Source: an optimization exercise on an open RTL-to-GDS flow (aim: small area, a short achievable clock period and few clock cycles). Production flows keep margins and buffers that such runs may drop. Only simulation tests tie the RTL to the original design; equivalence was not proved. Power figures rest on the tool's default switching activity, not on a simulated workload.

==> flow/design.v <==
module add32 (
    input  [31:0] a,
    input  [31:0] b,
    input         cin,
    output [31:0] s
);
    wire [32:0] g [0:5];
    wire [32:0] p [0:5];
    assign g[0] = {a & b, cin};
    assign p[0] = {a ^ b, 1'b0};
    genvar l, i;
    generate
        for (l = 0; l < 5; l = l + 1) begin : g_lvl
            for (i = 0; i < 33; i = i + 1) begin : g_bit
                if (i >= (1 << l)) begin : g_op
                    assign g[l+1][i] = g[l][i] | (p[l][i] & g[l][i - (1 << l)]);
                    assign p[l+1][i] = p[l][i] & p[l][i - (1 << l)];
                end else begin : g_pass
                    assign g[l+1][i] = g[l][i];
                    assign p[l+1][i] = p[l][i];
                end
            end
        end
    endgenerate
    assign s = (a ^ b) ^ g[5][31:0];
endmodule
module alu (
    input      [31:0] a,
    input      [31:0] b,
    input             sub,      
    input             s_add,    
    input             s_and,
    input             s_or,
    input             s_xor,
    input             s_slt,
    input             s_sh,     
    input             sh_left,
    input             sh_arith,
    output     [31:0] y,
    output     [31:0] sum       
);
    add32 add (
        .a   (a),
        .b   (b ^ {32{sub}}),
        .cin (sub),
        .s   (sum)
    );
    wire [31:0] a_rev;
    genvar k;
    generate
        for (k = 0; k < 32; k = k + 1) begin : g_rev
            assign a_rev[k] = a[31-k];
        end
    endgenerate
    wire [31:0] sh_in = sh_left ? a_rev : a;
    wire        fill  = sh_arith & a[31];
    wire [63:0] sh_ext = {{32{fill}}, sh_in};
    wire [31:0] sh_r = sh_ext >> b[4:0];
    wire [31:0] sh_out;
    generate
        for (k = 0; k < 32; k = k + 1) begin : g_rev2
            assign sh_out[k] = sh_left ? sh_r[31-k] : sh_r[k];
        end
    endgenerate
    assign y = ({32{s_add}} & sum)
             | ({32{s_and}} & (a & b))
             | ({32{s_or}}  & (a | b))
             | ({32{s_xor}} & (a ^ b))
             | ({32{s_slt}} & {31'd0, sum[31]})
             | ({32{s_sh}}  & sh_out);
endmodule
module register_file (
    input             clk,
    input             rst_n,
    input             we,
    input      [4:0]  wa,
    input      [31:0] wd,
    input      [4:0]  ra1,
    input      [4:0]  ra2,
    output     [31:0] rd1,
    output     [31:0] rd2
);
    reg [31:0] r [1:31];
    reg [31:1] ok;
    integer i;
    always @(posedge clk) begin
        for (i = 1; i < 32; i = i + 1)
            if (we && wa == i) r[i] <= wd;
    end
    always @(posedge clk) begin
        if (!rst_n) ok <= 31'd0;
        else if (we) ok[wa] <= 1'b1;
    end
    reg [31:0] v1, v2;
    always @(*) begin
        v1 = 32'd0;
        v2 = 32'd0;
        for (i = 1; i < 32; i = i + 1) begin
            v1 = v1 | ({32{ra1 == i && ok[i]}} & r[i]);
            v2 = v2 | ({32{ra2 == i && ok[i]}} & r[i]);
        end
    end
    assign rd1 = (we && wa == ra1) ? wd : v1;
    assign rd2 = (we && wa == ra2) ? wd : v2;
endmodule
module RISCV_Pipeline #(
    parameter DSB = 1,    
    parameter DW  = 2     
) (
    input          clk,
    input          rst_n,
    output         mem_read_I,
    output [27:0]  mem_addr_I,
    input  [127:0] mem_rdata_I,
    input          mem_ready_I,
    output         mem_read_D,
    output         mem_write_D,
    output [27:0]  mem_addr_D,
    output [127:0] mem_wdata_D,
    input  [127:0] mem_rdata_D,
    input          mem_ready_D,
    output         st_en,
    output [29:0]  st_addr,
    output [31:0]  st_data,
    output [31:0]  pc_out
);
    function [31:0] bswap;
        input [31:0] w;
        bswap = {w[7:0], w[15:8], w[23:16], w[31:24]};
    endfunction
    function hi_of_sum;
        input [31:0] a;
        input [31:0] b;
        reg   [17:0] x, y;
        reg   [14:0] lo;
        reg          z0, z1;
        begin
            x  = a[31:14];
            y  = b[31:14];
            lo = {1'b0, a[13:0]} + {1'b0, b[13:0]};
            z0 = ((x ^ y) == {x[16:0] | y[16:0], 1'b0});
            z1 = (~(x ^ y) == {x[16:0] & y[16:0], 1'b0});
            hi_of_sum = ~(lo[14] ? z1 : z0);
        end
    endfunction
    function [4:0] rs1_of;
        input [31:0] i;
        if (&i[1:0])
            rs1_of = (i[6:2] == 5'b11011) ? 5'd0 : i[19:15];
        else case ({i[1:0], i[15:13]})
            5'b00_010, 5'b00_110, 5'b01_100, 5'b01_110, 5'b01_111: rs1_of = {2'b01, i[9:7]};
            5'b01_000, 5'b10_000: rs1_of = i[11:7];
            5'b10_100: rs1_of = (i[6:2] == 5'd0 || i[12]) ? i[11:7] : 5'd0;
            default: rs1_of = 5'd0;
        endcase
    endfunction
    function [4:0] rs2_of;
        input [31:0] i;
        if (&i[1:0])
            rs2_of = (i[6:2] == 5'b01100 || i[6:2] == 5'b01000 || i[6:2] == 5'b11000) ? i[24:20] : 5'd0;
        else case ({i[1:0], i[15:13]})
            5'b00_110: rs2_of = {2'b01, i[4:2]};
            5'b10_100: rs2_of = i[6:2];
            default: rs2_of = 5'd0;
        endcase
    endfunction
    reg  [31:0] pc;
    reg  [9:0]  fl;           
    reg  [15:0] stash;        
    reg         stash_v;
    reg         ifid_v;
    reg  [31:0] ifid_ins;
    reg  [31:0] ifid_pc;
    reg  [4:0]  ifid_rs1, ifid_rs2;
    reg         ifid_bp;      
    reg         idex_v;
    reg  [31:0] idex_a, idex_b, idex_t;
    reg         idex_thi;     
    reg  [4:0]  idex_rd;
    reg         idex_rw, idex_ld, idex_st, idex_br, idex_bne, idex_link, idex_jalr;
    reg         idex_sub, idex_sadd, idex_sand, idex_sor, idex_sxor, idex_sslt, idex_ssh, idex_shl, idex_sha;
    reg         idex_fa_ex, idex_fa_wb, idex_fb_ex, idex_fb_wb, idex_ft_ex, idex_ft_wb, idex_fs_late;
    reg         exmem_v;
    reg  [31:0] exmem_res;
    reg  [31:0] exmem_sd;     
    reg  [4:0]  exmem_rd;
    reg         exmem_rw, exmem_ld, exmem_st, exmem_wen;
    reg         memwb_v;
    reg  [4:0]  memwb_rd;
    reg  [31:0] memwb_val;
    wire        freeze;       
    wire        ex_redir;
    wire        ex_taken;     
    wire        id_hold;      
    wire        sj;           
    wire        if_adv;       
    wire [31:0] ex_tgt;
    wire        ld_use;
    wire        id_redir_raw, id_redir;
    wire [31:0] id_tgt;
    wire [31:0] d_rdata;      
    wire [31:0] alu_y;
    wire [31:0] alu_sum;
    wire [31:0] ex_a;         
    wire        id_thi;       
    wire [2:0]  off       = pc[3:1];
    wire        at7       = &off;
    wire        use_stash = at7 & stash_v;
    wire        stash32   = &stash[1:0];
    wire        ihit;
    wire [127:0] c_line;      
    wire [7:0]  c_vjw;        
    function [15:0] hw_of;
        input [127:0] m;
        input [2:0]   o;
        reg   [31:0]  w;
        begin
            w = m[32*o[2:1] +: 32];
            hw_of = o[0] ? {w[7:0], w[15:8]} : {w[23:16], w[31:24]};
        end
    endfunction
    function is_jal16;        
        input [15:0] h;
        is_jal16 = (h[6:0] == 7'b1101111) | ((h[14:13] == 2'b01) & (h[1:0] == 2'b01));
    endfunction
    wire [2:0]  offn  = off + 3'd1;
    wire [15:0] h_off = hw_of(c_line, off);
    wire [15:0] h_next = hw_of(c_line, offn);
    wire [15:0] h_7   = hw_of(c_line, 3'd7);
    wire [15:0] hw0   = use_stash ? stash : h_off;
    wire [15:0] hw1   = h_next;
    wire        is32  = use_stash ? stash32 : (&h_off[1:0]);
    wire        split_wait = at7 & ~stash_v;
    wire        if_ok  = ihit & ~split_wait;
    wire        j_st   = is_jal16(stash);
    wire        if_jal = use_stash ? j_st : is_jal16(h_off);
    wire        v_jal  = use_stash ? j_st : c_vjw[off];
    wire [9:0]  pcl1   = pc[13:4] + 10'd1;
    wire [31:0] pc2    = pc + 32'd2;
    wire [31:0] pc4    = pc + 32'd4;
    reg         pc_hi;        
    cache_read_only I_cache (
        .clk       (clk),
        .rst_n     (rst_n),
        .fl        (fl),
        .pc_hi     (pc[31:14]),
        .hi        (pc_hi),
        .acc       (~ex_taken & ~id_redir_raw),
        .bx        (idex_v & (idex_br | idex_jalr)),
        .idr       (id_redir_raw),
        .hit       (ihit),
        .line      (c_line),
        .vjw       (c_vjw),
        .mem_read  (mem_read_I),
        .mem_addr  (mem_addr_I),
        .mem_rdata (mem_rdata_I),
        .mem_ready (mem_ready_I)
    );
    wire go_if = freeze ? ~ifid_v : ~id_hold;
    localparam BK = 2;
    reg  [BK-1:0] bv;
    reg  [13:0]   btag [0:BK-1];
    reg  [13:0]   btgt [0:BK-1];
    reg           bptr;
    wire [13:0]   f_tag = {pc_hi, pc[13:1]};
    reg           bhit;
    reg  [13:0]   bt;
    integer bk;
    always @(*) begin
        bhit = 1'b0;
        bt   = 14'd0;
        for (bk = 0; bk < BK; bk = bk + 1)
            if (bv[bk] && btag[bk] == f_tag) begin
                bhit = 1'b1;
                bt   = bt | btgt[bk];
            end
    end
    wire [31:0] b_tgt = {pc[31:14], bt};
    always @(posedge clk) begin
        if (!rst_n) begin
            pc      <= 32'd0;
            pc_hi   <= 1'b0;
            fl      <= 10'd0;
            stash_v <= 1'b0;
        end else if (!freeze & ex_redir) begin
            pc      <= ex_tgt;
            pc_hi   <= idex_jalr ? hi_of_sum(ex_a, idex_b) : idex_thi;
            fl      <= ex_tgt[13:4];
            stash_v <= 1'b0;
        end else if (!freeze & id_redir) begin
            pc      <= id_tgt;
            pc_hi   <= id_thi;
            fl      <= id_tgt[13:4];
            stash_v <= 1'b0;
        end else if (go_if & ~ex_taken) begin
            if (if_adv & bhit) begin
                pc      <= b_tgt;
                fl      <= bt[13:4];
                stash_v <= 1'b0;
            end else if (if_adv) begin
                pc    <= is32 ? pc4 : pc2;
                pc_hi <= is32 ? |pc4[31:14] : |pc2[31:14];
                if (!at7) begin
                    if (off == 3'd6 && is32) begin
                        stash_v <= 1'b0;
                        fl      <= pcl1;
                    end else begin
                        stash_v <= 1'b1;
                        if ((off == 3'd6) || (off == 3'd5 && is32)) fl <= pcl1;
                    end
                end else begin
                    stash_v <= stash32;
                end
            end else if (split_wait & ihit) begin
                stash_v <= 1'b1;
                fl      <= pcl1;
            end
        end
    end
    always @(posedge clk) begin
        if (go_if & ~ex_taken & ihit & (if_adv | split_wait)) stash <= h_7;
    end
    always @(posedge clk) begin
        if (!rst_n) begin
            ifid_v <= 1'b0;
        end else if (!freeze & (ex_taken | id_redir)) begin
            ifid_v <= 1'b0;
        end else if (go_if) begin
            ifid_v <= if_adv;
        end
    end
    always @(posedge clk) begin
        if (go_if) begin
            ifid_bp  <= bhit;
            ifid_ins <= {hw1, hw0};
            ifid_rs1 <= rs1_of({hw1, hw0});
            ifid_rs2 <= rs2_of({hw1, hw0});
        end
        if (go_if & ~id_redir_raw) ifid_pc <= pc;
    end
    wire [31:0] ins = ifid_ins;
    wire        cmp = ~&ins[1:0];
    wire [2:0]  cf3 = ins[15:13];
    wire [4:0]  r_rd  = ins[11:7];
    wire [4:0]  r_rs1 = ins[19:15];
    wire [4:0]  r_rs2 = ins[24:20];
    wire [4:0]  c_r   = ins[11:7];
    wire [4:0]  c_r2  = ins[6:2];
    wire [4:0]  c_rp2 = {2'b01, ins[4:2]};
    wire [4:0]  c_rp1 = {2'b01, ins[9:7]};
    wire [31:0] imm_i  = {{20{ins[31]}}, ins[31:20]};
    wire [31:0] imm_s  = {{20{ins[31]}}, ins[31:25], ins[11:7]};
    wire [31:0] imm_b  = {{20{ins[31]}}, ins[7], ins[30:25], ins[11:8], 1'b0};
    wire [31:0] imm_j  = {{12{ins[31]}}, ins[19:12], ins[20], ins[30:21], 1'b0};
    wire [31:0] imm_cl = {25'd0, ins[5], ins[12:10], ins[6], 2'b00};
    wire [31:0] imm_ci = {{27{ins[12]}}, ins[6:2]};
    wire [31:0] imm_cj = {{21{ins[12]}}, ins[8], ins[10:9], ins[6], ins[7], ins[2], ins[11], ins[5:3], 1'b0};
    wire [31:0] imm_cb = {{24{ins[12]}}, ins[6:5], ins[2], ins[11:10], ins[4:3], 1'b0};
    reg  [4:0]  d_rd;
    reg  [31:0] d_imm;
    reg         d_ld, d_st, d_br, d_bne, d_jal, d_jalr, d_imm_b;
    reg  [2:0]  d_op;       
    reg         d_shl, d_sha;
    always @(*) begin
        d_rd = 5'd0; d_imm = imm_i;
        d_ld = 1'b0; d_st = 1'b0; d_br = 1'b0; d_bne = 1'b0; d_jal = 1'b0; d_jalr = 1'b0;
        d_imm_b = 1'b1; d_op = 3'd0; d_shl = 1'b0; d_sha = 1'b0;
        if (!cmp) begin
            case (ins[6:2])
                5'b01100: begin  
                    d_rd = r_rd; d_imm_b = 1'b0;
                    case (ins[14:12])
                        3'b000: d_op = ins[30] ? 3'd1 : 3'd0;
                        3'b111: d_op = 3'd2;
                        3'b110: d_op = 3'd3;
                        3'b100: d_op = 3'd4;
                        3'b010: d_op = 3'd5;
                        3'b001: begin d_op = 3'd6; d_shl = 1'b1; end
                        default: begin d_op = 3'd6; d_sha = ins[30]; end
                    endcase
                end
                5'b00100: begin  
                    d_rd = r_rd;
                    case (ins[14:12])
                        3'b000: d_op = 3'd0;
                        3'b111: d_op = 3'd2;
                        3'b110: d_op = 3'd3;
                        3'b100: d_op = 3'd4;
                        3'b010: d_op = 3'd5;
                        3'b001: begin d_op = 3'd6; d_shl = 1'b1; end
                        default: begin d_op = 3'd6; d_sha = ins[30]; end
                    endcase
                end
                5'b00000: begin  
                    d_rd = r_rd; d_ld = 1'b1;
                end
                5'b01000: begin  
                    d_st = 1'b1; d_imm = imm_s;
                end
                5'b11000: begin  
                    d_br = 1'b1; d_bne = ins[12]; d_imm = imm_b; d_imm_b = 1'b0;
                end
                5'b11011: begin  
                    d_rd = r_rd; d_jal = 1'b1; d_imm = imm_j;
                end
                5'b11001: begin  
                    d_rd = r_rd; d_jalr = 1'b1;
                end
                default: ;
            endcase
        end else begin
            case ({ins[1:0], cf3})
                5'b00_010: begin  
                    d_rd = c_rp2; d_ld = 1'b1; d_imm = imm_cl;
                end
                5'b00_110: begin  
                    d_st = 1'b1; d_imm = imm_cl;
                end
                5'b01_000: begin  
                    d_rd = c_r; d_imm = imm_ci;
                end
                5'b01_001: begin  
                    d_rd = 5'd1; d_jal = 1'b1; d_imm = imm_cj;
                end
                5'b01_101: begin  
                    d_jal = 1'b1; d_imm = imm_cj;
                end
                5'b01_100: begin  
                    d_rd = c_rp1; d_imm = imm_ci;
                    case (ins[11:10])
                        2'b00: d_op = 3'd6;
                        2'b01: begin d_op = 3'd6; d_sha = 1'b1; end
                        default: d_op = 3'd2;
                    endcase
                end
                5'b01_110: begin  
                    d_br = 1'b1; d_imm = imm_cb; d_imm_b = 1'b0;
                end
                5'b01_111: begin  
                    d_br = 1'b1; d_bne = 1'b1; d_imm = imm_cb; d_imm_b = 1'b0;
                end
                5'b10_000: begin  
                    d_rd = c_r; d_imm = imm_ci; d_op = 3'd6; d_shl = 1'b1;
                end
                5'b10_100: begin
                    if (c_r2 == 5'd0) begin  
                        d_rd = {4'd0, ins[12]}; d_jalr = 1'b1; d_imm = 32'd0;
                    end else begin           
                        d_rd = c_r; d_imm_b = 1'b0;
                    end
                end
                default: ;
            endcase
        end
    end
    wire        d_rw   = |d_rd;
    wire [31:0] rf1, rf2;
    register_file register_file (
        .clk   (clk),
        .rst_n (rst_n),
        .we    (memwb_v),
        .wa    (memwb_rd),
        .wd    (memwb_val),
        .ra1   (ifid_rs1),
        .ra2   (ifid_rs2),
        .rd1   (rf1),
        .rd2   (rf2)
    );
    wire [31:0] id_link = ifid_pc + (cmp ? 32'd2 : 32'd4);
    wire [31:0] tgt32, tgt16;
    add32 add_t32 (.a(ifid_pc), .b(ins[2]  ? imm_j  : imm_b),  .cin(1'b0), .s(tgt32));
    add32 add_t16 (.a(ifid_pc), .b(ins[14] ? imm_cb : imm_cj), .cin(1'b0), .s(tgt16));
    assign      id_tgt  = cmp ? tgt16 : tgt32;
    assign      id_thi  = cmp ? hi_of_sum(ifid_pc, ins[14] ? imm_cb : imm_cj)
                              : hi_of_sum(ifid_pc, ins[2]  ? imm_j  : imm_b);
    wire        d_brj   = d_br | d_jalr;
    wire p1_ex = idex_v & idex_rw & (idex_rd == ifid_rs1);
    wire p2_ex = idex_v & idex_rw & (idex_rd == ifid_rs2);
    wire p1_wb = exmem_v & exmem_rw & (exmem_rd == ifid_rs1);
    wire p2_wb = exmem_v & exmem_rw & (exmem_rd == ifid_rs2);
    assign ld_use = ifid_v & idex_ld & (p1_ex | (p2_ex & ~d_st));
    assign sj      = ifid_v & d_brj & ihit & if_jal;
    assign if_adv  = if_ok & ~sj;
    wire   brj_hold = ifid_v & d_brj & ~if_ok & ~sj;
    assign id_hold = ld_use | brj_hold;
    assign id_redir_raw = ifid_v & ~ifid_bp & d_jal;
    assign id_redir = id_redir_raw & ~id_hold & ~ex_taken;
    reg bpend;
    always @(posedge clk) begin
        if (!rst_n) begin
            bv    <= {BK{1'b0}};
            bptr  <= 1'b0;
            bpend <= 1'b0;
        end else begin
            bpend <= ~freeze & id_redir;
            if (bpend && (pc_hi == (|ifid_pc[31:14]))) begin
                bv[bptr]   <= 1'b1;
                btag[bptr] <= {|ifid_pc[31:14], ifid_pc[13:1]};
                btgt[bptr] <= pc[13:0];
                bptr       <= ~bptr;
            end
        end
    end
    always @(posedge clk) begin
        if (!rst_n) begin
            idex_v <= 1'b0;
        end else if (!freeze) begin
            idex_v <= ifid_v & ~id_hold & ~ex_taken;
        end
    end
    always @(posedge clk) begin
        if (!freeze) begin
            idex_a    <= rf1;
            idex_b    <= d_imm_b ? d_imm : rf2;
            idex_t    <= d_st ? rf2 : (d_br ? id_tgt : id_link);
            idex_thi  <= id_thi;
            idex_rd   <= d_rd;
            idex_rw   <= d_rw;
            idex_ld   <= d_ld;
            idex_st   <= d_st;
            idex_br   <= d_br;
            idex_bne  <= d_bne;
            idex_link <= d_jal | d_jalr;
            idex_jalr <= d_jalr;
            idex_sub  <= (d_op == 3'd1) | (d_op == 3'd5);
            idex_sadd <= (d_op == 3'd0) | (d_op == 3'd1);
            idex_sand <= (d_op == 3'd2);
            idex_sor  <= (d_op == 3'd3);
            idex_sxor <= (d_op == 3'd4);
            idex_sslt <= (d_op == 3'd5);
            idex_ssh  <= (d_op == 3'd6);
            idex_shl  <= d_shl;
            idex_sha  <= d_sha;
            idex_fa_ex <= p1_ex;
            idex_fa_wb <= ~p1_ex & p1_wb;
            idex_fb_ex <= ~d_imm_b & p2_ex;
            idex_fb_wb <= ~d_imm_b & ~p2_ex & p2_wb;
            idex_ft_ex <= d_st & p2_ex & ~idex_ld;
            idex_ft_wb <= d_st & ~p2_ex & p2_wb;
            idex_fs_late <= d_st & p2_ex & idex_ld;
        end
    end
    assign      ex_a = idex_fa_ex ? exmem_res : idex_fa_wb ? memwb_val : idex_a;
    wire [31:0] ex_b = idex_fb_ex ? exmem_res : idex_fb_wb ? memwb_val : idex_b;
    wire [31:0] ex_t = idex_ft_ex ? exmem_res : idex_ft_wb ? memwb_val : idex_t;
    alu alu (
        .a        (ex_a),
        .b        (ex_b),
        .sub      (idex_sub),
        .s_add    (idex_sadd),
        .s_and    (idex_sand),
        .s_or     (idex_sor),
        .s_xor    (idex_sxor),
        .s_slt    (idex_sslt),
        .s_sh     (idex_ssh),
        .sh_left  (idex_shl),
        .sh_arith (idex_sha),
        .y        (alu_y),
        .sum      (alu_sum)
    );
    wire ex_eq    = (ex_a == ex_b);
    wire ex_cond  = ex_eq ^ idex_bne;
    assign ex_taken = idex_v & ((idex_br & ex_cond) | idex_jalr);
    wire   e1       = ex_taken & ifid_v & d_brj & v_jal;
    assign ex_redir = ex_taken & ~e1;
    assign ex_tgt   = idex_jalr ? alu_sum : idex_t;
    always @(posedge clk) begin
        if (!rst_n) begin
            exmem_v   <= 1'b0;
            exmem_wen <= 1'b0;
        end else if (!freeze) begin
            exmem_v   <= idex_v;
            exmem_wen <= idex_v & idex_st;
        end
    end
    always @(posedge clk) begin
        if (!freeze) begin
            exmem_res     <= idex_link ? idex_t : alu_y;
            exmem_sd      <= idex_fs_late ? d_rdata : bswap(ex_t);
            exmem_rd      <= idex_rd;
            exmem_rw      <= idex_rw;
            exmem_ld      <= idex_ld;
            exmem_st      <= idex_st;
        end
    end
    assign st_en   = exmem_wen;
    assign st_addr = exmem_res[31:2];
    assign st_data = exmem_sd;
    cache #(.SB(DSB), .W(DW)) D_cache (
        .clk       (clk),
        .rst_n     (rst_n),
        .req       (exmem_v & (exmem_ld | exmem_st)),
        .st        (exmem_st),
        .addr      (exmem_res[31:2]),
        .wdata     (st_data),
        .stall     (freeze),
        .rdata     (d_rdata),
        .mem_read  (mem_read_D),
        .mem_write (mem_write_D),
        .mem_addr  (mem_addr_D),
        .mem_wdata (mem_wdata_D),
        .mem_rdata (mem_rdata_D),
        .mem_ready (mem_ready_D)
    );
    always @(posedge clk) begin
        if (!rst_n) begin
            memwb_v <= 1'b0;
        end else if (!freeze) begin
            memwb_v <= exmem_v & exmem_rw;
        end
    end
    always @(posedge clk) begin
        if (!freeze) begin
            memwb_rd  <= exmem_rd;
            memwb_val <= exmem_ld ? bswap(d_rdata) : exmem_res;
        end
    end
    assign pc_out = ifid_pc;
endmodule
module cache #(
    parameter SB = 1,
    parameter W  = 2
) (
    input              clk,
    input              rst_n,
    input              req,       
    input              st,        
    input      [31:2]  addr,
    input      [31:0]  wdata,     
    output             stall,
    output     [31:0]  rdata,     
    output reg         mem_read,
    output reg         mem_write,
    output reg [27:0]  mem_addr,
    output reg [127:0] mem_wdata,
    input      [127:0] mem_rdata,
    input              mem_ready
);
    localparam S  = 1 << SB;
    localparam N  = S * W;
    localparam TW = 11 - SB;
    reg [127:0]  data  [0:N-1];
    reg [TW-1:0] tag   [0:N-1];
    reg [N-1:0]  valid;
    reg [N-1:0]  dirty;
    reg [S-1:0]  lru;             
    reg          vway;
    reg [17:0]   hipage;
    reg          wbp;             
    reg [27:0]   wb_addr;
    wire [31:0]   ba   = {addr, 2'b00};
    wire [SB-1:0] idx  = ba[4+SB-1:4];
    wire [1:0]    off  = ba[3:2];
    wire          hi   = |ba[31:14];
    wire [TW-1:0] ltag = {hi, ba[13:4+SB]};
    wire [SB:0] e0 = {1'b0, idx};
    wire [SB:0] e1 = {1'b1, idx};
    wire h0 = valid[e0] & (tag[e0] == ltag);
    wire h1 = (W == 2) ? (valid[e1] & (tag[e1] == ltag)) : 1'b0;
    wire dhit = h0 | h1;
    wire fill_now = mem_read & mem_ready;
    assign stall = req & ~dhit & ~fill_now;
    wire [127:0] hline = h1 ? data[e1] : data[e0];
    wire [127:0] sline = fill_now ? mem_rdata : hline;
    assign rdata = sline[32*off +: 32];
    wire vw = (W == 2) ? (~valid[e0] ? 1'b0 : ~valid[e1] ? 1'b1 : lru[idx]) : 1'b0;
    wire [SB:0] ev = {vw, idx};
    wire [SB:0] ef = {vway, idx};
    wire [TW-1:0] vtag = tag[ev];
    wire [27:0] vaddr = {vtag[TW-1] ? hipage : 18'd0, vtag[TW-2:0], idx};
    wire free  = (~mem_read & ~mem_write) | mem_ready;
    wire start = free & ~wbp & stall;
    reg [127:0] wbus;
    reg [3:0]   wsel;             
    integer w;
    always @(*) begin
        for (w = 0; w < 4; w = w + 1) begin
            wbus[32*w +: 32] = (fill_now & ~(st & off == w)) ? mem_rdata[32*w +: 32] : wdata;
            wsel[w] = fill_now | (off == w);
        end
    end
    wire [SB:0] eh = {h1, idx};
    wire [SB:0] ew = fill_now ? ef : eh;          
    wire        wr = fill_now | (req & st & dhit);
    always @(posedge clk) begin
        for (w = 0; w < 4; w = w + 1)
            if (wr & wsel[w]) data[ew][32*w +: 32] <= wbus[32*w +: 32];
        if (fill_now) tag[ef] <= ltag;
        if (wr) dirty[ew] <= st;
    end
    always @(posedge clk) begin
        if (start) begin
            vway <= vw;
            if (hi) hipage <= ba[31:14];
            if (valid[ev] & dirty[ev]) begin
                mem_wdata <= data[ev];
                wb_addr   <= vaddr;
            end
        end
    end
    always @(posedge clk) begin
        if (!rst_n) begin
            valid     <= {N{1'b0}};
            lru       <= {S{1'b0}};
            mem_read  <= 1'b0;
            mem_write <= 1'b0;
            wbp       <= 1'b0;
        end else begin
            if (fill_now) begin
                valid[ef] <= 1'b1;
                if (W == 2) lru[idx] <= ~vway;
            end else if (req & dhit) begin
                if (W == 2) lru[idx] <= ~h1;
            end
            if (mem_ready) begin
                mem_read  <= 1'b0;
                mem_write <= 1'b0;
            end
            if (free & wbp) begin
                mem_write <= 1'b1;
                mem_addr  <= wb_addr;
                wbp       <= 1'b0;
            end else if (start) begin
                mem_read <= 1'b1;
                mem_addr <= ba[31:4];
                wbp      <= valid[ev] & dirty[ev];
            end
        end
    end
endmodule
module cache_read_only (
    input              clk,
    input              rst_n,
    input      [9:0]   fl,        
    input      [17:0]  pc_hi,     
    input              hi,        
    input              acc,       
    input              bx,        
    input              idr,       
    output             hit,       
    output     [127:0] line,      
    output     [7:0]   vjw,       
    output reg         mem_read,
    output reg [27:0]  mem_addr,
    input      [127:0] mem_rdata,
    input              mem_ready
);
    function is_jal16;        
        input [15:0] h;
        is_jal16 = (h[6:0] == 7'b1101111) | ((h[14:13] == 2'b01) & (h[1:0] == 2'b01));
    endfunction
    reg [127:0] data [0:7];
    reg [7:0]   stag [0:7];
    reg [7:0]   sv;
    wire [2:0] si   = fl[2:0];
    wire [7:0] stg  = {hi, fl[9:3]};
    assign hit  = sv[si] & (stag[si] == stg);
    assign line = data[si];
    wire [2:0] fi   = mem_addr[2:0];
    wire       fill = mem_read & mem_ready;
    always @(posedge clk) begin
        if (fill) begin
            data[fi] <= mem_rdata;
            stag[fi] <= {|mem_addr[27:10], mem_addr[9:3]};
        end
    end
    wire [9:0] nl   = fl + 10'd1;
    wire [2:0] ni   = nl[2:0];
    wire       n_in = sv[ni] & (stag[ni] == {hi, nl[9:3]});
    wire       free = ~mem_read | mem_ready;
    wire       calm = ~bx & ~idr;
    wire       dem  = calm & ~hit & ~(mem_read & (mem_addr == {pc_hi, fl}));
    wire       pf   = calm & hit & ~&fl & ~n_in & ~(mem_read & (mem_addr == {pc_hi, nl}));
    always @(posedge clk) begin
        if (!rst_n) begin
            sv       <= 8'd0;
            mem_read <= 1'b0;
        end else begin
            if (fill) sv[fi] <= 1'b1;
            if (dem & free) begin
                mem_read <= 1'b1;
                mem_addr <= {pc_hi, fl};
            end else if (pf & free) begin
                mem_read <= 1'b1;
                mem_addr <= {pc_hi, nl};
            end else if (mem_ready) begin
                mem_read <= 1'b0;
            end
        end
    end
    reg [8:0] tag0 [0:3];
    reg [8:0] tag1 [0:3];
    reg [7:0] jw0  [0:3];
    reg [7:0] jw1  [0:3];
    reg [3:0] v0, v1, recent;
    wire [1:0] s    = fl[1:0];
    wire [8:0] ltag = {hi, fl[9:2]};
    wire [8:0] t1   = v1[s] ? tag1[s] : 9'd0;        
    wire       way  = (ltag == t1);
    wire       dh   = (v0[s] & (tag0[s] == ltag)) | (v1[s] & (tag1[s] == ltag));
    assign vjw = way ? (v1[s] ? jw1[s] : 8'd0) : (v0[s] ? jw0[s] : 8'd0);
    reg [7:0] ljw;
    integer k;
    always @(*) begin
        for (k = 0; k < 8; k = k + 1)
            ljw[k] = is_jal16(k[0] ? {line[32*(k/2)+7 -: 8], line[32*(k/2)+15 -: 8]}
                                   : {line[32*(k/2)+23 -: 8], line[32*(k/2)+31 -: 8]});
    end
    wire       da   = acc & hit;                     
    wire       dw   = ~recent[s];                    
    always @(posedge clk) begin
        if (da & ~dh & ~dw) begin
            tag0[s] <= ltag;
            jw0[s]  <= ljw;
        end
        if (da & ~dh & dw) begin
            tag1[s] <= ltag;
            jw1[s]  <= ljw;
        end
    end
    always @(posedge clk) begin
        if (!rst_n) begin
            v0     <= 4'd0;
            v1     <= 4'd0;
            recent <= 4'd0;
        end else if (da) begin
            if (dh) begin
                recent[s] <= way;
            end else begin
                if (dw) v1[s] <= 1'b1; else v0[s] <= 1'b1;
                recent[s] <= dw;
            end
        end
    end
endmodule
module CHIP (	clk,
				rst_n,
				mem_read_D,
				mem_write_D,
				mem_addr_D,
				mem_wdata_D,
				mem_rdata_D,
				mem_ready_D,
				mem_read_I,
				mem_write_I,
				mem_addr_I,
				mem_wdata_I,
				mem_rdata_I,
				mem_ready_I,
				DCACHE_addr,
				DCACHE_wdata,
				DCACHE_wen,
				PC
			);
input			clk, rst_n;
output			mem_read_D;
output			mem_write_D;
output	[31:4]	mem_addr_D;
output	[127:0]	mem_wdata_D;
input	[127:0]	mem_rdata_D;
input			mem_ready_D;
output			mem_read_I;
output			mem_write_I;
output	[31:4]	mem_addr_I;
output	[127:0]	mem_wdata_I;
input	[127:0]	mem_rdata_I;
input			mem_ready_I;
output	[29:0]	DCACHE_addr;
output	[31:0]	DCACHE_wdata;
output			DCACHE_wen;
output	[31:0]	PC;
	assign mem_write_I = 1'b0;
	assign mem_wdata_I = 128'd0;
	RISCV_Pipeline i_RISCV (
		.clk         (clk),
		.rst_n       (rst_n),
		.mem_read_I  (mem_read_I),
		.mem_addr_I  (mem_addr_I),
		.mem_rdata_I (mem_rdata_I),
		.mem_ready_I (mem_ready_I),
		.mem_read_D  (mem_read_D),
		.mem_write_D (mem_write_D),
		.mem_addr_D  (mem_addr_D),
		.mem_wdata_D (mem_wdata_D),
		.mem_rdata_D (mem_rdata_D),
		.mem_ready_D (mem_ready_D),
		.st_en       (DCACHE_wen),
		.st_addr     (DCACHE_addr),
		.st_data     (DCACHE_wdata),
		.pc_out      (PC)
	);
endmodule
==> flow/flow/run.sh <==
#!/bin/bash
# Layout flow: the standard ORFS flow (standard.sh, unchanged synthesis
# and steps) with these make variables:
#  - BUFFER_PORTS_ARGS: every port still gets its own buffer, a plain
#    sky130_fd_sc_hd__buf_4 instead of the default delay-cell buffer;
set -euo pipefail
bash standard.sh \
    SETUP_SLACK_MARGIN=8.0 \
    'BUFFER_PORTS_ARGS=-buffer_cell sky130_fd_sc_hd__buf_4' \
    CTS_CLUSTER_SIZE=20 \
    CTS_CLUSTER_DIAMETER=100 \
    finish > standard.log 2>&1
==> flow/standard.sh <==
#!/bin/bash
# synth_recipe.tcl (not shown) runs the flow's synth.tcl, then flattens the netlist and writes it again
# the make line also repeats each setting of config.mk as NAME=value (left out here)
make -C /OpenROAD-flow-scripts/flow DESIGN_CONFIG=/design/flow/config.mk WORK_HOME=/design/flow/orfs CLKGATE_MAP_FILE= SYNTH_SCRIPT=/design/flow/synth_recipe.tcl "${@:-finish}"
==> flow/config.mk <==
export PLATFORM = sky130hd
export DESIGN_NAME = CHIP
export DESIGN_NICKNAME = CHIP
export VERILOG_FILES = /design/flow/design.v
export SDC_FILE = /design/flow/constraint.sdc
export NUM_CORES = 8
export LEC_CHECK = 0
export CAP_MARGIN = 20
export CORE_MARGIN = 2
export CORE_UTILIZATION = 40
export SLEW_MARGIN = 20
==> flow/constraint.sdc <==
create_clock -name core_clock -period 13.0 [get_ports {clk}]
set_input_delay 2.6000 -clock core_clock [delete_from_list [all_inputs] [get_ports {clk}]]
set_output_delay 2.6000 -clock core_clock [all_outputs]
set_load 0.01 [all_outputs]
==> results of run 1 <==
==> worst max-delay path by stage <==
| stage | start | endpoint | slack (ps) | cells past startpoint |
|---|---|---|---|---|
| floorplan | mem_ready_D | i_RISCV.D_cache.mem_wdata[0] | 3330 | 8 |
| global placement | flop | i_RISCV.ifid_pc[25] | 6010 | 12 |
| detailed placement | flop | i_RISCV.ifid_pc[25] | 5930 | 12 |
| CTS | i_RISCV.exmem_res[28] | i_RISCV.exmem_sd[7] | 7890 | 13 |
| global route | i_RISCV.ifid_ins[1] | i_RISCV.idex_t[26] | 7940 | 13 |
| finish | i_RISCV.ifid_ins[31] | i_RISCV.idex_t[24] | 8000 | 18 |
==> cell usage in the layout (no fill, tap or decap), types with 70 or more instances in the layout <==
cell type,n
edfxtp_1,3384
buf_4,970
mux4_2,656
nand2_1,592
nor2_1,524
a21oi_1,486
a22oi_1,383
mux2i_1,380
a221oi_1,308
a22o_1,302
ha_1,266
xnor2_1,260
mux2_2,248
o21ai_0,245
clkbuf_16,207
nand3_1,203
inv_1,200
nand4_1,171
nor3_1,170
xor2_1,157
conb_1,129
dfxtp_1,111
and3_1,100
a222oi_1,70
==> Yosys cell counts, types with 56 or more instances <==
| cell | instances |
|---|---|
| nor2_1 | 588 |
| nand2_1 | 598 |
| nand3_1 | 208 |
| a31oi_1 | 63 |
| xor2_1 | 158 |
| dfxtp_1 | 118 |
| inv_1 | 205 |
| o211ai_1 | 61 |
| and3_1 | 101 |
| a221oi_1 | 309 |
| a222oi_1 | 70 |
| a22o_1 | 302 |
| buf_4 | 188 |
| nor4_1 | 73 |
| mux2i_1 | 410 |
| clkbuf_1 | 600 |
| ha_1 | 267 |
| nand4_1 | 171 |
| edfxtp_1 | 3384 |
| nor3_1 | 175 |
| and2_1 | 56 |
| mux4_2 | 656 |
| a211oi_1 | 83 |
| mux2_2 | 248 |
| buf_1 | 104 |
| a21oi_1 | 498 |
| o21ai_0 | 252 |
| xnor2_1 | 267 |
| a22oi_1 | 383 |
==> routing by layer <==
layer | wire length [µm] | GRT usage [%] | share of wire (%)
met5 | 433 | 0.464 | 0.067
met4 | 39300 | 14.2 | 6.1
met3 | 84100 | 8.96 | 13
met2 | 286000 | 45.0 | 44
met1 | 235000 | 38.3 | 36
==> worst max-delay path: cells and delay by family (launching register included) <==
family / cells / cell delay, ps
and+or+nand+nor: 4 / 550
AOI/OAI and AO/OA: 8 / 2380
buffers and inverters: 3 / 510
adders and majority gates: 2 / 720
DFF: 1 / 410
xor gates and xnor gates: 1 / 110
==> sequential cells by signal (all words and copies together), names as in the netlist, 32 cells and up, named ones only <==
| register | cells |
|---|---|
| i_RISCV.register_file.r | 992 |
| i_RISCV.exmem_sd | 32 |
| i_RISCV.I_cache.jw1 | 32 |
| i_RISCV.ifid_ins | 32 |
| i_RISCV.memwb_val | 32 |
| i_RISCV.I_cache.stag | 64 |
| i_RISCV.idex_a | 32 |
| i_RISCV.pc | 32 |
| i_RISCV.idex_b | 32 |
| i_RISCV.I_cache.jw0 | 32 |
| i_RISCV.exmem_res | 32 |
| i_RISCV.D_cache.data | 512 |
| i_RISCV.D_cache.mem_wdata | 128 |
| i_RISCV.I_cache.data | 1024 |
| i_RISCV.I_cache.tag0 | 36 |
| i_RISCV.I_cache.tag1 | 36 |
| i_RISCV.idex_t | 32 |
| i_RISCV.ifid_pc | 32 |
| i_RISCV.D_cache.tag | 40 |
==> report_power, final <==
group	total [W]	leakage (nW)	internal [W]	switching, W
logic	0.000730	26.6	0.000242	0.000489
registers	0.0124	32.5	0.0124	0.0000545
clock network	0.00663	2.71	0.00287	0.00376
==> metrics by stage <==
stage / utilization [%] / cells / setup slack, ps / cell area (µm²) / hold WS [ps]
finish: 44.7 / 17300 / 8000 / 185000 / 467
global route: 44.7 / 17200 / 7940 / 185000 / 484
CTS: 44.5 / 17200 / 7890 / 184000 / 468
detailed placement: 42.8 / 16900 / 5930 / 177000 / 453
global placement: 42.8 / 16900 / 6010 / 177000 / 438
floorplan: - / 11400 / 3330 / 167000 / 424
==> what timing repair did <==
| action | 4_1_cts | 5_1_grt |
|---|---|---|
| buffers inserted | 41 | 36 |
| pin swaps | 15 | 10 |
| setup endpoints to repair | 1263 | 380 |
| cloned | 10 | 4 |
| resized for setup | 166 | 80 |
==> area by class of cell <==
cell class	instances	area, µm²	area share (%)
antenna	32	80.1	0.0433
timing repair inverter	1	5.00	0.00271
timing repair buffer	1031	8490	4.59
multi-input combinational	6739	59200	32.0
clock inverter	25	333	0.180
inverter	216	856	0.463
tap	5474	6850	3.70
clock buffer	244	5230	2.83
sequential	3502	104000	56.2
==> kinds of logic after synthesis <==
group,after synthesis
buffers and inverters,1176
DFF,3502
AOI/OAI and AO/OA,2389
other,1
muxes,1318
xor gates and xnor gates,425
adders and majority gates,302
and+or+nand+nor,2173
==> results.txt, run 1 <==
Drt drc: 0
Cell mode on critical path: o21ai_0
Unrepaired setup endpoints after global routing: yes
Drt wl/cell: 37.3 µm
Syn Std Cell Area: 166000 µm²
Syn Area/Cell: 14.7 µm²
Outcome: complete, no violations
Slowest stage delay, CP: 590 ps
PortBufs: 541
Final-stage net count: 12300
Die Span Y: 649 µm
Worst skew pair latency: 1000 ps
YS warnings: 6
Fmax: 200 MHz
Post-synth cell types: 102
Core region area: 414000 µm²
GP Congestion: 0.993
Grt ovf: 0
Final TNS setup: 0 ps
First-pass DRT Iterations: 10
Depth of the CTS H-tree: 4
Root Driver: clkbuf_16
Final Skew: 70.2 ps
Top cells by area, synth: edfxtp_1, mux4_2, mux2i_1
Max-cap violations: 0
Share of cells above drive strength 1: 20.7%
Leakage power: 61.7 nW
Maximum root-to-sink buffer count: 4
Synth async-reset ratio: 0%
# fillers: 36300
Row cnt: 236
Post-synthesis compound-gate area fraction: 10.4%
Reg clk slew, reported paths: 90 ps
Worst Hold Class: flop to flop
Worst path slowest cell: a21oi_2
Simple-gate share of the synthesized area: 6.21%
Vias in the first global route: 111000
Slew @ Worst Pin: 1380 ps
DR vias/cell: 6.65
CP Class: flop to flop
Num CTS Buffers: 202
Die width: 649 µm
Initial antenna violation count: 80
CP Max Fanout: 28
CTS tree: built
Post-synth top area share: 61.1%
Largest net degree at the start of global routing: 158
CP cell instances: buf_6 -> clkinvlp_4 -> nor2_2 -> a21oi_1 -> inv_1 -> ha_1 -> fa_1 -> nor3_1 -> o211ai_1 -> o21ai_0 -> o2111a_1 -> nor2_1 -> a31oi_1 -> xnor2_1 -> nand2_1 -> o21ai_0 -> a21oi_2 -> o21ai_0
Data arrival, critical path: 5700 ps
Power, Total: 0.0198 W
CTS Sinks: 3502
Critical Path End Type: flop
Crit path required time: 13700 ps
Fin crit share: 38.5%
Setup violations, final: 0
Cts hold-fix bufs: 0
Rel. slew slack: 7.12%
Seq cells post-synth: 3502
Reg-to-reg endpoint: i_RISCV.idex_t[24]
Time the worst path needs with I/O delays and setup: 5000 ps
Ports: 671
Mux cell area share after synthesis: 13.1%
Final wirelength: 644000 µm
Mapped Cells: 11300
R2R Setup Slk: 8000 ps
Final hold vios: 0
Worst ir drop on vdd: 0.107 mV
Slew Viols, Final: 0
FF-to-FF Start: i_RISCV.ifid_ins[31]
DRT iter0 DRCs: 18500
Post-Synth XOR/XNOR Area: 2.24%
Worst setup SP type: flop
Tot GR Track Use: 29.5%
Area of the die: 421000 µm²
Antenna-violating nets left: 0
Most used DFF post-synth: edfxtp_1
PwrDens: 107 nW/µm²
Hold Path Cell Cnt: 2
First-pass GRT wire length: 885000 µm
Largest family of logic cells by synthesized area: multiplexers
Detailed placer's ending HPWL: 413000 µm
Post-synth EDFFs: 3384
Area delta synth->final: 11.2%
Yosys top cell by area: edfxtp_1
Synth Area in Adders: 2.43%
Seq/Total Area, Yosys: 62.5%
Cell depth of the worst flop-to-flop path: 18
Vias: 115000
Initial Util: 40.2%
Testbench counts, summed over its fixed seeds: cycles 283,817.
==> run 2, diff against run 1 <==
--- a/flow/design.v
+++ b/flow/design.v
@@ -202,6 +202,7 @@
     wire [31:0] alu_y;
     wire [31:0] alu_sum;
     wire [31:0] ex_a;         
+    wire        jr_hi;        
     wire        id_thi;       
     wire [2:0]  off       = pc[3:1];
     wire        at7       = &off;
@@ -284,7 +285,7 @@
             stash_v <= 1'b0;
         end else if (!freeze & ex_redir) begin
             pc      <= ex_tgt;
-            pc_hi   <= idex_jalr ? hi_of_sum(ex_a, idex_b) : idex_thi;
+            pc_hi   <= idex_jalr ? jr_hi : idex_thi;
             fl      <= ex_tgt[13:4];
             stash_v <= 1'b0;
         end else if (!freeze & id_redir) begin
@@ -563,6 +564,9 @@
     assign ex_taken = idex_v & ((idex_br & ex_cond) | idex_jalr);
     wire   e1       = ex_taken & ifid_v & d_brj & v_jal;
     assign ex_redir = ex_taken & ~e1;
+    assign jr_hi = idex_fa_ex ? hi_of_sum(exmem_res, idex_b)
+                 : idex_fa_wb ? hi_of_sum(memwb_val, idex_b)
+                              : hi_of_sum(idex_a, idex_b);
     assign ex_tgt   = idex_jalr ? alu_sum : idex_t;
     always @(posedge clk) begin
         if (!rst_n) begin
--- a/flow/flow/run.sh
+++ b/flow/flow/run.sh
@@ -5,7 +5,7 @@
 #    sky130_fd_sc_hd__buf_4 instead of the default delay-cell buffer;
 set -euo pipefail
 bash standard.sh \
-    SETUP_SLACK_MARGIN=8.0 \
+    SETUP_SLACK_MARGIN=8.5 \
     'BUFFER_PORTS_ARGS=-buffer_cell sky130_fd_sc_hd__buf_4' \
     CTS_CLUSTER_SIZE=20 \
     CTS_CLUSTER_DIAMETER=100 \
==> results.txt, run 2 <==
Worst setup SP type: flop
DR vias/cell: 6.56
FF-to-FF Start: i_RISCV.ifid_rs2[0]
Most common library cells after synthesis: edfxtp_1, mux4_2, nor2_1
Core region area: 420000 µm²
Worst setup endpoint: i_RISCV.idex_t[7]
R2R Setup Slk: 8290 ps
Largest regs: i_RISCV.I_cache.data x1024, i_RISCV.register_file.r x992, i_RISCV.D_cache.data x512
Seq cells post-synth: 3502
Num CTS Buffers: 204
Final wirelength: 660000 µm
Flop pwr share: 61.9%
Area of the die: 427000 µm²
Detailed placer's ending HPWL: 414000 µm
Mapped Cells: 11300
CP Class: flop to flop
Leakage power: 64.3 nW
Slew Viols, Final: 0
Root Driver: clkbuf_16
# fillers: 36600
Seq/Total Area, Yosys: 61.6%
Vias in the first global route: 113000
Die width: 654 µm
Most frequent cells in the layout: edfxtp_1, buf_4, mux4_2
Worst Hold Class: flop to flop
Vias: 116000
Simple-gate share of the synthesized area: 6.00%
Reg clk slew, reported paths: 80 ps
Worst ir drop on vdd: 0.128 mV
DP Area: 180000 µm²
Commonest non-fill, non-tap cell in the layout: edfxtp_1
Sw Share: 21.9%
Final Skew: 135 ps
Unrepaired setup endpoints after global routing: yes
Drt wl/cell: 37.2 µm
Depth of the CTS H-tree: 4
Drt drc: 0
First-pass GRT wire length: 897000 µm
Largest family of logic cells by synthesized area: multiplexers
Cell depth of the worst flop-to-flop path: 11
Post-synthesis compound-gate area fraction: 9.67%
Syn Area/Cell: 14.9 µm²
Area delta synth->final: 13.3%
Cts hold-fix bufs: 0
Critical Path Start: i_RISCV.ifid_rs2[0]
Die Span Y: 654 µm
Slew @ Worst Pin: 1370 ps
Syn Std Cell Area: 169000 µm²
DRT iter0 DRCs: 18700
Maximum root-to-sink buffer count: 4
Post-Synth XOR/XNOR Area: 2.53%
Post-synth top area share: 60.2%
Fmax: 212 MHz
Switch Pwr: 0.00439 W
Crit path required time: 13660 ps
Yosys top cell by area: edfxtp_1
Worst skew pair latency: 1050 ps
CTS tree: built
CP Max Fanout: 19
Synth async-reset ratio: 0%
Data arrival, critical path: 5370 ps
Reg-to-reg endpoint: i_RISCV.idex_t[7]
Setup violations, final: 0
Mux cell area share after synthesis: 13.8%
Synth Area in Adders: 3.10%
Final-stage net count: 12600
Ports: 671
Top cells by area, synth: edfxtp_1, mux4_2, ha_1
GP Congestion: 0.983
Antenna-violating nets left: 0
Logic gate share of total power: 4.3%
Top-count cell post-synth: edfxtp_1
Final hold vios: 0
Fin crit share: 36.2%
Clock power frac: 33.8%
Grt ovf: 0
Outcome: complete, no violations
PwrDens: 105 nW/µm²
Initial antenna violation count: 92
Initial Util: 40.2%
Share of cells above drive strength 1: 23.9%
Critical Path End Type: flop
Max-cap violations: 0
Tot GR Track Use: 29.8%
Register with the most flip-flops: i_RISCV.I_cache.data
Time the worst path needs with I/O delays and setup: 4710 ps
Post-synth cell types: 110
First-pass DRT Iterations: 11
Max FFs per register: 1024
Power, Total: 0.0201 W
Rel. slew slack: 7.65%
Final TNS setup: 0 ps
Final Cell Area: 191000 µm²
Most used DFF post-synth: edfxtp_1
CTS Sinks: 3502
Post-synth EDFFs: 3384
Largest net degree at the start of global routing: 106
Row cnt: 238
Cell Int Power: 0.0157 W
PortBufs: 541
YS warnings: 6
==> run 2: cell types whose count changed in the layout (fill, tap and decap cells not counted), moves of 35 or more <==
cell | previous run | this run
a21oi_1 | 486 | 347
a21oi_2 | 11 | 50
a311oi_1 | 40 | 5
buf_4 | 970 | 1075
ha_1 | 266 | 351
inv_1 | 200 | 264
mux4_2 | 656 | 704
nand2_1 | 592 | 489
nor3_1 | 170 | 125
xnor2_1 | 260 | 299
==> run 2: worst min-delay path by stage <==
stage | end | startpoint | depth (start not counted)
finish | flop | flop | 2
global route | flop | flop | 2
CTS | flop | flop | 2
detailed placement | i_RISCV.exmem_st | i_RISCV.idex_st | 0
global placement | i_RISCV.exmem_st | i_RISCV.idex_st | 0
floorplan | i_RISCV.exmem_st | i_RISCV.idex_st | 0
==> run 2: kinds of logic after synthesis <==
logic type	after synthesis
other cells	1
flops	3502
compound gates	2239
buf+inv	1218
simple gates	2098
mux	1397
fa+ha+maj	397
xor+xnor	487
==> run 2: layout make-up <==
class	count	area, µm²	area share, %
Sequential cell	3502	104000	54.4
Multi-Input combinational cell	6755	62400	32.6
Timing Repair Buffer	1219	10900	5.70
Tap cell	5640	7060	3.69
Clock buffer	270	5450	2.85
Inverter	282	1080	0.567
Clock inverter	24	345	0.180
Antenna cell	41	103	0.0536
Timing Repair inverter	2	12.5	0.00654
==> run 2: timing repair <==
item	in CTS	in global routing
buffers inserted	174	100
gates resized for setup	318	269
hold endpoints to repair	0	0
setup endpoints to repair	1575	766
pin swaps	27	42
cloned	34	13
==> run 2: through the flow <==
stage | setup slack [ps] | util, % | hold WS, ps | cells
detailed placement | 5870 | 42.7 | 446 | 17100
global placement | 5920 | 42.7 | 428 | 17100
global route | 8380 | 45.5 | 490 | 17700
floorplan | 4110 | - | 418 | 11500
CTS | 8290 | 45.0 | 471 | 17600
finish | 8290 | 45.5 | 465 | 17700
==> run 2: routing by layer <==
metal | GRT usage (%) | up-vias | part of all wire, %
met5 | 0 | - | 0.059
met4 | 15.0 | 55 | 6.1
met3 | 8.15 | 1996 | 12
met2 | 45.5 | 8535 | 45
met1 | 39.0 | 59500 | 37
li1 | - | 46300 | -
==> run 2: critical path, cell delays in order (launching register included) <==
cell and delay (ps):
edfxtp_1 550, and2_0 410, and3_1 260, buf_4 280, buf_4 360, a22o_1 330
a221oi_1 240, nand4_1 130, nor3_1 1060, a21oi_1 470, nand2_1 170, o21ai_0 120
==> run 2: power by group through the flow <==
stage	clock network [W]	logic [W]	registers [W]
final	0.00678	0.000858	0.0124
after global routing	0.00721	0.000904	0.0124
after CTS	0.00685	0.000830	0.0124
after detailed placement	0	0.000770	0.0127
after global placement	0	0.000757	0.0127
after floorplan	0	0.000426	0.0127
Testbench counts of run 2, summed over its fixed seeds: cycles 283,817.

[static timing again, ports no longer ideal]
No port has a modelled driver above. Below, the same layouts with a new extraction and two added sets of constraints.
Step 1 assumes that a clkbuf_16 drives the clock port and a buf_2 every other input.
Step 2 also shifts input and output timing later by t, the mid clock arrival at the registers, as if the neighbouring blocks saw the same clock.
a / b / c = ideal ports / drivers / drivers and shift; a / b = the first two.
| run | t, ns | setup WS [ns] | clock arrival spread, ns | worst register clock-pin slew, ns | cell pins on the clock port's net |
|---|---|---|---|---|---|
| run 1 | 1.074 | 7.995 / 7.995 / 7.066 | 0.074 / 0.074 | 0.10 / 0.10 | 1 |
| run 2 | 1.099 | 8.292 / 8.292 / 7.429 | 0.143 / 0.143 | 0.10 / 0.10 | 1 |
After both steps every run listed still meets setup and hold. The setup slack of run 1, which loses most, moves by 0.000 ns with the drivers and by -0.929 ns with both steps.
